What follows belongs to an exercise in optimizing a design on an open flow for small area, a short achievable clock period and few clock cycles per item; a production flow would make more cautious choices.
Where RTL was checked, it was by simulation tests only, not by an equivalence proof against the original.

== run F ==
==> flow/design.v (excerpt) <==
module bitcoin_miner (
  input wire clk,
  input wire rst,
  input wire start,
  input wire [255:0] first_block_hash,
  input wire [127:0] second_block,
  input wire [255:0] target,
  input wire [31:0]  max_nonce,
  output reg running,
  output reg found,
  output reg [31:0] nonce
  );
clock: 8.5 ns
lec_check: 0
abc_area: 1
cap_margin: 20
core_margin: 2
core_utilization: 40
cts_cluster_diameter: 80
cts_cluster_size: 24
setup_slack_margin: 4.5
slew_margin: 20
synth_hierarchical: 1
standard.sh (not shown) runs the stock make flow with config.mk's settings and CLKGATE_MAP_FILE= SYNTH_SCRIPT=/design/flow/synth_recipe.tcl, a recipe that flattens the netlist after the stock synthesis.
==> flow/flow/run.sh <==
#!/bin/bash
# The standard layout, with the port buffers made of the smallest
# buffer cell instead of the flow's default delay buffer.
set -euo pipefail
bash standard.sh "BUFFER_PORTS_ARGS=-buffer_cell sky130_fd_sc_hd__buf_1" finish > standard.log 2>&1
Modified inputs, run B compared to run F
-- flow/design.v --
<<< run F, line 188
  csa32 u_x1 (.x(w0), .y(w9), .z(ss1), .s(s_x1), .c(c_x1));
  csa32 u_x2 (.x(s_x1), .y(c_x1), .z(ss0), .s(s_x2), .c(c_x2));
  wire ff_time = |sel_t;
  wire [31:0] xsum = (ff_time ? op_a : s_x2) + (ff_time ? a : c_x2);
  assign w_next = xsum;
  reg [31:0] t_hi, t_lo;
  integer k;
>>> run B, line 188
  csa32 u_x1 (.x(w0), .y(w9), .z(ss1), .s(s_x1), .c(c_x1));
  csa32 u_x2 (.x(s_x1), .y(c_x1), .z(ss0), .s(s_x2), .c(c_x2));
  assign w_next = s_x2 + c_x2;
  reg [31:0] t_hi, t_lo;
  integer k;
<<< run F, line 201
  end
  wire [31:0] ff_a, ff_e;
  assign ff_a = xsum;
  assign ff_e = op_e + e;
  wire [31:0] v_hi = bswap(ff_e);
>>> run B, line 199
  end
  wire [31:0] ff_a, ff_e;
  assign ff_a = op_a + a;
  assign ff_e = op_e + e;
  wire [31:0] v_hi = bswap(ff_e);
<<< run F, line 244
  wire stop      = early_stop | (full_end & (hit | last_nonce));
  wire start_ok  = (phase == PH_IDLE) & start;
  reg [6:0] rnd_inc;
  reg [6:0] rnd_nxt;
  always @* begin
>>> run B, line 242
  wire stop      = early_stop | (full_end & (hit | last_nonce));
  wire start_ok  = (phase == PH_IDLE) & start;
  wire [6:0] rnd_inc = rnd + 7'd1;
  reg [6:0] rnd_nxt;
  always @* begin
<<< run F, line 253
  wire [31:0] k_inc;
  sha256_k u_k (.idx(rnd_inc[5:0]), .k(k_inc));
  wire ff_rng = (rnd_inc >= 7'd61) & (rnd_inc <= 7'd64);
  wire ff_nxt = phase[1] & ~load_h1 & ~load_iv & ff_rng;
  reg [3:0] sel_nxt, opsel;
  reg [31:0] op_a_nxt, op_e_nxt;
  always @* begin
>>> run B, line 251
  wire [31:0] k_inc;
  sha256_k u_k (.idx(rnd_inc[5:0]), .k(k_inc));
  wire ff_nxt = phase[1] & ~load_h1 & ~load_iv & (rnd_inc >= 7'd61) & (rnd_inc <= 7'd64);
  reg [3:0] sel_nxt;
  reg [31:0] op_a_nxt, op_e_nxt;
  always @* begin
<<< run F, line 261
    for (k = 0; k < 4; k = k + 1) begin
      sel_nxt[k] = ff_nxt & (rnd_inc[1:0] == ((k + 1) & 3));
      opsel[k] = ff_rng & (rnd_inc[1:0] == ((k + 1) & 3));
      if (in_h1) begin
        op_a_nxt = op_a_nxt | ({32{opsel[k]}} & word(first_block_hash, 3 - k));
        op_e_nxt = op_e_nxt | ({32{opsel[k]}} & word(first_block_hash, 7 - k));
      end else begin
        op_a_nxt = op_a_nxt | ({32{opsel[k]}} & word(IV, 3 - k));
        op_e_nxt = op_e_nxt | ({32{opsel[k]}} & word(IV, 7 - k));
      end
    end
>>> run B, line 258
    for (k = 0; k < 4; k = k + 1) begin
      sel_nxt[k] = ff_nxt & (rnd_inc[1:0] == ((k + 1) & 3));
      if (in_h1) begin
        op_a_nxt = op_a_nxt | ({32{sel_nxt[k]}} & word(first_block_hash, 3 - k));
        op_e_nxt = op_e_nxt | ({32{sel_nxt[k]}} & word(first_block_hash, 7 - k));
      end else begin
        op_a_nxt = op_a_nxt | ({32{sel_nxt[k]}} & word(IV, 3 - k));
        op_e_nxt = op_e_nxt | ({32{sel_nxt[k]}} & word(IV, 7 - k));
      end
    end
<<< run F, line 273
  always @(posedge clk) begin
    rnd <= rnd_nxt;
    rnd_inc <= rnd_nxt + 7'd1;
    kreg <= (load_h1 | load_iv) ? 32'h428a2f98 : k_inc;
    sel_t <= sel_nxt;
>>> run B, line 269
  always @(posedge clk) begin
    rnd <= rnd_nxt;
    kreg <= (load_h1 | load_iv) ? 32'h428a2f98 : k_inc;
    sel_t <= sel_nxt;
==> results.txt <==
Between run F and run B, the largest net degree at the start of global routing is lower for run B. Going from run F to run B, routed wire length went down 3.3%, share of synthesized area spent on multiplexers was more or less identical, cell count shows a reduction of 316, total buffers and inverters traversed by the critical path fell by 1. Going from run F to run B, number of instances in the synthesized netlist decreased 245; area used by multi-input combinational logic now smaller; number of maximum-capacitance violations roughly the same. Re routed wire length on met3: run F and run B aren't equal, and the lower value belongs to run B. Hold slack: run B vs run F, no meaningful difference.
Testbench counts of run B, summed over its fixed seeds: cycles 242,107, nonces 1,887.
No functional check of the RTL was part of run F.

-- re-timing with driven ports --
How much do the figures lean on ideal ports? The routed layouts below were timed once more, with nothing changed but the port constraints.
Step 1 sets driving cells, clkbuf_16 on the clock port and buf_2 on the other inputs (assumed; they add their load-dependent delay and slew).
Step 2 adds t to the input delays and takes it off the output delays; t is the mean of the earliest and latest rising clock arrival at the registers after step 1. Input paths then give back, and output paths get back, about the clock's delay inside the block.
Three values: no drivers, after step 1, after step 2; two values: the first two.
run | shift t [ns] | setup slack, ns | worst hold slack (ns) | slew at the worst register clock pin (ns) | pins driven straight from the clock port
run F | 0.839 | 3.996 / 3.996 / 3.996 | 0.318 / 0.318 / 0.318 | 0.10 / 0.10 | 1
run B | 0.806 | 4.365 / 4.365 / 4.111 | 0.318 / 0.318 / 0.318 | 0.10 / 0.10 | 1
After both steps every run listed still meets setup and hold. For run B, which loses most, drivers alone change the setup slack by 0.000 ns; drivers and shift together by -0.254 ns.
